This is an optimization exercise on Yosys and OpenROAD, whose aim is small area and a short achievable clock period, not a production implementation.
Only simulation tests tie the RTL to the original design; equivalence was not proved.
No activity file was given, so power comes from the tool's default toggle rates.

==> inputs of v28 <==
==> flow/design.v <==
module data_path #(
	parameter WIDTH = 32
)(
	input clk,
	input reset,
	input ALUSrcA,
	input [2:0] ALUControl,
	input [1:0] ALUSrcB,
	input PC_enable,
	input IorD,
	input MemWrite,
	input IRWrite,
	input RegDst,
	input MemtoReg,
	input RegWrite,
	input PCSrc,
	output zero,
	output [5:0] op,
	output [5:0] Funct,
	output [7:0] GPIO,
	output [WIDTH-1:0] ffwd_disp,
	output [WIDTH-1:0] ffrd_disp,
	output [WIDTH-1:0] RD1_disp,
	output [WIDTH-1:0] RD2_disp,
	output [WIDTH-1:0] SrcB_disp
);
	integer k;
	genvar g;
	reg [31:0] pc, ir, mdr, ra, rb, alu_out;
	wire [31:0] imm  = {{16{ir[15]}}, ir[15:0]};
	wire [31:0] imm4 = {imm[29:0], 2'b00};
	wire [4:0] rs = ir[25:21];
	wire [4:0] rt = ir[20:16];
	wire [4:0] rd = ir[15:11];
	wire [31:0] srca = ALUSrcA ? pc : ra;
	reg  [31:0] srcb;
	always @(*) begin
		case (ALUSrcB)
			2'd0: srcb = rb;
			2'd1: srcb = 32'd4;
			2'd2: srcb = imm;
			default: srcb = imm4;
		endcase
	end
	wire [31:0] s_ab = ra + rb;
	wire [31:0] s_a4 = ra + 32'd4;
	wire [31:0] s_ai = ra + imm;
	wire [31:0] s_aj = ra + imm4;
	wire [31:0] s_pb = pc + rb;
	wire [31:0] s_p4 = pc + 32'd4;
	wire [31:0] s_pi = pc + imm;
	wire [31:0] s_pj = pc + imm4;
	reg [31:0] sum;
	always @(*) begin
		case ({ALUSrcA, ALUSrcB})
			3'd0: sum = s_ab;
			3'd1: sum = s_a4;
			3'd2: sum = s_ai;
			3'd3: sum = s_aj;
			3'd4: sum = s_pb;
			3'd5: sum = s_p4;
			3'd6: sum = s_pi;
			default: sum = s_pj;
		endcase
	end
	reg [31:0] y;
	always @(*) begin
		case (ALUControl)
			3'd0: y = sum;
			3'd1: y = srca & srcb;
			3'd2: y = srca | srcb;
			3'd3: y = srca ^ srcb;
			3'd4: y = ~srca;
			3'd5: y = {srca[30:0], 1'b0};
			3'd6: y = {1'b0, srca[31:1]};
			default: y = 32'd0;
		endcase
	end
	wire za = ~|ra;
	wire zp = ~|pc;
	wire zb = ~|rb;
	wire zi = ~|ir[15:0];        
	reg [7:0] z_add, z_and, z_or, z_xor;
	always @(*) begin
		z_add[0] = ~|s_ab; z_add[1] = ~|s_a4; z_add[2] = ~|s_ai; z_add[3] = ~|s_aj;
		z_add[4] = ~|s_pb; z_add[5] = ~|s_p4; z_add[6] = ~|s_pi; z_add[7] = ~|s_pj;
		z_and[0] = ~|(ra & rb); z_and[1] = ~ra[2]; z_and[2] = ~|(ra & imm); z_and[3] = ~|(ra & imm4);
		z_and[4] = ~|(pc & rb); z_and[5] = ~pc[2]; z_and[6] = ~|(pc & imm); z_and[7] = ~|(pc & imm4);
		z_or[0] = za & zb; z_or[1] = 1'b0; z_or[2] = za & zi; z_or[3] = za & zi;
		z_or[4] = zp & zb; z_or[5] = 1'b0; z_or[6] = zp & zi; z_or[7] = zp & zi;
		z_xor[0] = (ra == rb); z_xor[1] = (ra == 32'd4); z_xor[2] = (ra == imm); z_xor[3] = (ra == imm4);
		z_xor[4] = (pc == rb); z_xor[5] = (pc == 32'd4); z_xor[6] = (pc == imm); z_xor[7] = (pc == imm4);
	end
	wire [1:0] z_not = {&pc, &ra};
	wire [1:0] z_shl = {~|pc[30:0], ~|ra[30:0]};
	wire [1:0] z_shr = {~|pc[31:1], ~|ra[31:1]};
	reg zf;
	always @(*) begin
		case (ALUControl)
			3'd0: zf = z_add[{ALUSrcA, ALUSrcB}];
			3'd1: zf = z_and[{ALUSrcA, ALUSrcB}];
			3'd2: zf = z_or[{ALUSrcA, ALUSrcB}];
			3'd3: zf = z_xor[{ALUSrcA, ALUSrcB}];
			3'd4: zf = z_not[ALUSrcA];
			3'd5: zf = z_shl[ALUSrcA];
			3'd6: zf = z_shr[ALUSrcA];
			default: zf = 1'b1;
		endcase
	end
	wire [31:0] adr = IorD ? pc : alu_out;
	wire [5:0] idx = adr[7:2];
	wire isrom = ~|adr[31:28];
	reg [63:0] msel;
	always @(*) begin
		for (k = 0; k < 64; k = k + 1)
			msel[k] = (idx == k);
	end
	reg [31:0] rom [0:63];
	initial begin
		$readmemh("text.dat", rom);
	end
	wire [31:0] romq = rom[idx];
	wire [31:0] ramw [0:63];
	generate
		for (g = 0; g < 64; g = g + 1) begin : ram
			reg [31:0] q;
			always @(posedge clk)
				if (MemWrite && msel[g])
					q <= rb;
			assign ramw[g] = q;
		end
	endgenerate
	reg [31:0] ramq;
	always @(*) begin
		ramq = 32'd0;
		for (k = 0; k < 64; k = k + 1)
			ramq = ramq | (ramw[k] & {32{msel[k]}});
	end
	wire [31:0] memq = isrom ? romq : ramq;
	wire [31:0] wd = MemtoReg ? alu_out : mdr;
	reg [31:0] rwe, sel1, sel2;
	reg [31:1] rv;
	always @(*) begin
		for (k = 0; k < 32; k = k + 1) begin
			rwe[k] = RegWrite && (k != 0) && ((RegDst ? rt : rd) == k);
			sel1[k] = (k != 0) && (rs == k);
			sel2[k] = (k != 0) && (rt == k);
		end
	end
	wire [31:0] rfw [1:31];
	generate
		for (g = 1; g < 32; g = g + 1) begin : rf
			reg [31:0] q;
			always @(posedge clk)
				if (rwe[g])
					q <= wd;
			assign rfw[g] = q;
		end
	endgenerate
	always @(posedge clk or negedge reset) begin
		if (!reset)
			rv <= 31'd0;
		else
			rv <= rv | rwe[31:1];
	end
	reg [31:0] rd1, rd2;
	always @(*) begin
		rd1 = 32'd0;
		rd2 = 32'd0;
		for (k = 1; k < 32; k = k + 1) begin
			rd1 = rd1 | (rfw[k] & {32{sel1[k] & rv[k]}});
			rd2 = rd2 | (rfw[k] & {32{sel2[k] & rv[k]}});
		end
	end
	always @(posedge clk or negedge reset) begin
		if (!reset) begin
			pc <= 32'h0040_0000;
			ir <= 32'd0;
			mdr <= 32'd0;
			ra <= 32'd0;
			rb <= 32'd0;
			alu_out <= 32'd0;
		end else begin
			if (PC_enable)
				pc <= PCSrc ? y : alu_out;
			if (IRWrite)
				ir <= memq;
			mdr <= memq;
			ra <= rd1;
			rb <= rd2;
			alu_out <= y;
		end
	end
	assign zero = zf;
	assign op = ir[31:26];
	assign Funct = ir[5:0];
	assign GPIO = y[7:0];
	assign ffwd_disp = mdr;
	assign ffrd_disp = ir;
	assign RD1_disp = ra;
	assign RD2_disp = rb;
	assign SrcB_disp = srcb;
endmodule
==> flow/text.dat <==
20090003
200a0007
200b0001
01294820
01495020
01495820
ad73d1f7
360fb556
adb3263b
35bd6cdb
ac76ee88
2114a962
8d94d42a
8dba68b3
21c1a371
13477611
03b74025
ad30acad
8faaa9e3
00865824
adf629b2
024fe826
137a2446
8e718003
10df6410
ad6eb58f
34583cb2
00686800
01ff5020
00c13000
36808fda
21636b9b
11ac5f50
ae91e0d4
35b9d63b
110d9f90
ad8be920
3407017f
03426800
ac7b0574
12b07340
10db4436
00359826
02fdd800
8d423d0d
8f6b1bd7
37617639
22883752
acd1519a
00076000
135c7e9e
1251e65b
34f99036
8dcf742c
afb36344
ac706b43
8f4891da
3505ed56
1232c761
364bbac5
230433e5
ae8c822e
220c55e4
03d12020
==> flow/run.sh <==
#!/bin/bash
# synth_recipe.tcl (not shown) runs the flow's synth.tcl, then flattens the netlist and writes it again
# the make line also repeats each setting of config.mk as NAME=value (left out here)
make -C /OpenROAD-flow-scripts/flow DESIGN_CONFIG=/design/flow/config.mk WORK_HOME=/design/flow/orfs CLKGATE_MAP_FILE= SYNTH_SCRIPT=/design/flow/synth_recipe.tcl finish
==> flow/config.mk <==
export PLATFORM = sky130hd
export DESIGN_NAME = data_path
export DESIGN_NICKNAME = data_path
export VERILOG_FILES = /design/flow/design.v
export SDC_FILE = /design/flow/constraint.sdc
export NUM_CORES = 4
export LEC_CHECK = 0
export CAP_MARGIN = 20
export CORE_MARGIN = 2
export CORE_UTILIZATION = 25
export PLACE_DENSITY = 0.45
export SLEW_MARGIN = 20
==> flow/constraint.sdc <==
create_clock -name core_clock -period 11.5 [get_ports {clk}]
set_input_delay 2.3000 -clock core_clock [delete_from_list [all_inputs] [get_ports {clk}]]
set_output_delay 2.3000 -clock core_clock [all_outputs]
set_load 0.01 [all_outputs]
==> inputs of v38, as changes to v28 <==
--- a/flow/design.v
+++ b/flow/design.v
@@ -44,22 +44,32 @@
 	end
-	wire [31:0] s_ab = ra + rb;
-	wire [31:0] s_a4 = ra + 32'd4;
-	wire [31:0] s_ai = ra + imm;
-	wire [31:0] s_aj = ra + imm4;
-	wire [31:0] s_pb = pc + rb;
-	wire [31:0] s_p4 = pc + 32'd4;
-	wire [31:0] s_pi = pc + imm;
-	wire [31:0] s_pj = pc + imm4;
-	reg [31:0] sum;
-	always @(*) begin
-		case ({ALUSrcA, ALUSrcB})
-			3'd0: sum = s_ab;
-			3'd1: sum = s_a4;
-			3'd2: sum = s_ai;
-			3'd3: sum = s_aj;
-			3'd4: sum = s_pb;
-			3'd5: sum = s_p4;
-			3'd6: sum = s_pi;
-			default: sum = s_pj;
-		endcase
+	reg [7:0] co, cs;
+	always @(*) begin
+		for (k = 0; k < 8; k = k + 1) begin
+			co[k] = (ALUControl == k);
+			cs[k] = ({ALUSrcA, ALUSrcB} == k);
+		end
+	end
+	wire [31:0] sum = srca + srcb;
+	wire [8:0] la [0:1];
+	assign la[0] = ra[8:0];
+	assign la[1] = pc[8:0];
+	wire [7:0] lb [0:3];
+	assign lb[0] = rb[7:0];
+	assign lb[1] = 8'd4;
+	assign lb[2] = imm[7:0];
+	assign lb[3] = imm4[7:0];
+	reg [7:0] lsum, gpio;
+	integer ka, kb;
+	always @(*) begin
+		lsum = 8'd0;
+		for (ka = 0; ka < 2; ka = ka + 1)
+			for (kb = 0; kb < 4; kb = kb + 1)
+				lsum = lsum | ({8{cs[ka*4+kb]}} & (la[ka][7:0] + lb[kb]));
+		gpio = ({8{co[0]}} & lsum)
+			| ({8{co[1]}} & (srca[7:0] & srcb[7:0]))
+			| ({8{co[2]}} & (srca[7:0] | srcb[7:0]))
+			| ({8{co[3]}} & (srca[7:0] ^ srcb[7:0]))
+			| ({8{co[4]}} & ~srca[7:0])
+			| ({8{co[5]}} & {srca[6:0], 1'b0})
+			| ({8{co[6]}} & srca[8:1]);
 	end
@@ -78,33 +88,40 @@
 	end
-	wire za = ~|ra;
-	wire zp = ~|pc;
-	wire zb = ~|rb;
-	wire zi = ~|ir[15:0];        
-	reg [7:0] z_add, z_and, z_or, z_xor;
-	always @(*) begin
-		z_add[0] = ~|s_ab; z_add[1] = ~|s_a4; z_add[2] = ~|s_ai; z_add[3] = ~|s_aj;
-		z_add[4] = ~|s_pb; z_add[5] = ~|s_p4; z_add[6] = ~|s_pi; z_add[7] = ~|s_pj;
-		z_and[0] = ~|(ra & rb); z_and[1] = ~ra[2]; z_and[2] = ~|(ra & imm); z_and[3] = ~|(ra & imm4);
-		z_and[4] = ~|(pc & rb); z_and[5] = ~pc[2]; z_and[6] = ~|(pc & imm); z_and[7] = ~|(pc & imm4);
-		z_or[0] = za & zb; z_or[1] = 1'b0; z_or[2] = za & zi; z_or[3] = za & zi;
-		z_or[4] = zp & zb; z_or[5] = 1'b0; z_or[6] = zp & zi; z_or[7] = zp & zi;
-		z_xor[0] = (ra == rb); z_xor[1] = (ra == 32'd4); z_xor[2] = (ra == imm); z_xor[3] = (ra == imm4);
-		z_xor[4] = (pc == rb); z_xor[5] = (pc == 32'd4); z_xor[6] = (pc == imm); z_xor[7] = (pc == imm4);
-	end
-	wire [1:0] z_not = {&pc, &ra};
-	wire [1:0] z_shl = {~|pc[30:0], ~|ra[30:0]};
-	wire [1:0] z_shr = {~|pc[31:1], ~|ra[31:1]};
-	reg zf;
-	always @(*) begin
-		case (ALUControl)
-			3'd0: zf = z_add[{ALUSrcA, ALUSrcB}];
-			3'd1: zf = z_and[{ALUSrcA, ALUSrcB}];
-			3'd2: zf = z_or[{ALUSrcA, ALUSrcB}];
-			3'd3: zf = z_xor[{ALUSrcA, ALUSrcB}];
-			3'd4: zf = z_not[ALUSrcA];
-			3'd5: zf = z_shl[ALUSrcA];
-			3'd6: zf = z_shr[ALUSrcA];
-			default: zf = 1'b1;
-		endcase
-	end
+	function [37:0] zflags;
+		input [31:0] p, a, b, i;
+		reg [31:0] m, m4;
+		reg [7:0] zadd, zand, zor, zxor;
+		reg za, zp, zb, zi;
+		begin
+			m  = {{16{i[15]}}, i[15:0]};
+			m4 = {m[29:0], 2'b00};
+			za = ~|a; zp = ~|p; zb = ~|b; zi = ~|i[15:0];
+			zadd[0] = &((a ^ b) ~^ {a[30:0] | b[30:0], 1'b0});
+			zadd[1] = (a == 32'hFFFF_FFFC);
+			zadd[2] = &((a ^ m) ~^ {a[30:0] | m[30:0], 1'b0});
+			zadd[3] = &((a ^ m4) ~^ {a[30:0] | m4[30:0], 1'b0});
+			zadd[4] = &((p ^ b) ~^ {p[30:0] | b[30:0], 1'b0});
+			zadd[5] = (p == 32'hFFFF_FFFC);
+			zadd[6] = &((p ^ m) ~^ {p[30:0] | m[30:0], 1'b0});
+			zadd[7] = &((p ^ m4) ~^ {p[30:0] | m4[30:0], 1'b0});
+			zand[0] = ~|(a & b); zand[1] = ~a[2]; zand[2] = ~|(a & m); zand[3] = ~|(a & m4);
+			zand[4] = ~|(p & b); zand[5] = ~p[2]; zand[6] = ~|(p & m); zand[7] = ~|(p & m4);
+			zor[0] = za & zb; zor[1] = 1'b0; zor[2] = za & zi; zor[3] = za & zi;
+			zor[4] = zp & zb; zor[5] = 1'b0; zor[6] = zp & zi; zor[7] = zp & zi;
+			zxor[0] = (a == b); zxor[1] = (a == 32'd4); zxor[2] = (a == m); zxor[3] = (a == m4);
+			zxor[4] = (p == b); zxor[5] = (p == 32'd4); zxor[6] = (p == m); zxor[7] = (p == m4);
+			zflags = {~|p[31:1], ~|a[31:1], ~|p[30:0], ~|a[30:0], &p, &a, zxor, zor, zand, zadd};
+		end
+	endfunction
+	reg [37:0] zr;
+	wire [7:0] z_add = zr[7:0];
+	wire [7:0] z_and = zr[15:8];
+	wire [7:0] z_or  = zr[23:16];
+	wire [7:0] z_xor = zr[31:24];
+	wire [1:0] z_not = zr[33:32];
+	wire [1:0] z_shl = zr[35:34];
+	wire [1:0] z_shr = zr[37:36];
+	wire zf = |(cs & ((z_add & {8{co[0]}}) | (z_and & {8{co[1]}})
+	                 | (z_or & {8{co[2]}}) | (z_xor & {8{co[3]}})))
+	        | (co[4] & z_not[ALUSrcA]) | (co[5] & z_shl[ALUSrcA])
+	        | (co[6] & z_shr[ALUSrcA]) | co[7];
 	wire [31:0] adr = IorD ? pc : alu_out;
@@ -174,2 +191,4 @@
 	end
+	wire [31:0] pc_n = PC_enable ? (PCSrc ? y : alu_out) : pc;
+	wire [31:0] ir_n = IRWrite ? memq : ir;
 	always @(posedge clk or negedge reset) begin
@@ -182,7 +201,6 @@
 			alu_out <= 32'd0;
+			zr <= zflags(32'h0040_0000, 32'd0, 32'd0, 32'd0);
 		end else begin
-			if (PC_enable)
-				pc <= PCSrc ? y : alu_out;
-			if (IRWrite)
-				ir <= memq;
+			pc <= pc_n;
+			ir <= ir_n;
 			mdr <= memq;
@@ -191,2 +209,3 @@
 			alu_out <= y;
+			zr <= zflags(pc_n, rd1, rd2, ir_n);
 		end
@@ -196,3 +215,3 @@
 	assign Funct = ir[5:0];
-	assign GPIO = y[7:0];
+	assign GPIO = gpio;
 	assign ffwd_disp = mdr;
Settings changed: CORE_UTILIZATION 25 to 40, CTS_BUF_LIST set to sky130_fd_sc_hd__clkbuf_8, CTS_CLUSTER_SIZE set to 30, PLACE_DENSITY 0.45 to 0.55, SETUP_SLACK_MARGIN set to 5.
==> key figures <==
Finish
  • Layout cell share with drive strength beyond 1: 0.190
  • ANT cells: 24
  • Final clock-cell share: 0.0625

Status
  • Status: complete, no violations

STA
  • Final period util: 0.579

Route
  • Via count: 113k

Placement
  • Placed Cells: 14.4k

Critical path
  • R2R Path Start: pc[3]

Global routing
  • GR Layer Usage met1: 0.529

Power
  • Seq pwr share: 0.364
# the run above: v38

==> key figures <==
Global routing
  • GR Layer Usage met1: 0.363

Route
  • Via count: 114k

Finish
  • Final clock-cell share: 0.0673
  • ANT cells: 38
  • Layout cell share with drive strength beyond 1: 0.137

Status
  • Status: complete, no violations
# the run above: v28

## re-timing with driven ports
In the flow no input, the clock included, has a driving cell. The finished layouts below were timed again as built, in two steps.
Step 1 (the two cells are an assumption about what drives the block):
set clk [get_ports {clk}]
set_driving_cell -lib_cell sky130_fd_sc_hd__clkbuf_16 $clk
set_driving_cell -lib_cell sky130_fd_sc_hd__buf_2 [delete_from_list [all_inputs] $clk]
Step 2 times the ports against the registers' clock, not the clock port: input delays grow and output delays shrink by t, the midpoint of the rising clock arrivals with the driver on.
a / b / c = no drivers / after step 1 / after step 2; a / b = the first two.
| run | t (ns) | setup slack, ns | latest minus earliest clock arrival (ns) | cell pins on the clock port's net |
|---|---|---|---|---|
| v28 | 1.117 | 1.070 / 1.031 / 1.031 | 0.097 / 0.097 | 1 |
| v38 | 1.329 | 4.844 / 4.770 / 3.573 | 0.094 / 0.093 | 1 |
After both steps every run listed still meets setup and hold. For v38, which loses most, drivers alone change the setup slack by -0.074 ns; drivers and shift together by -1.271 ns.
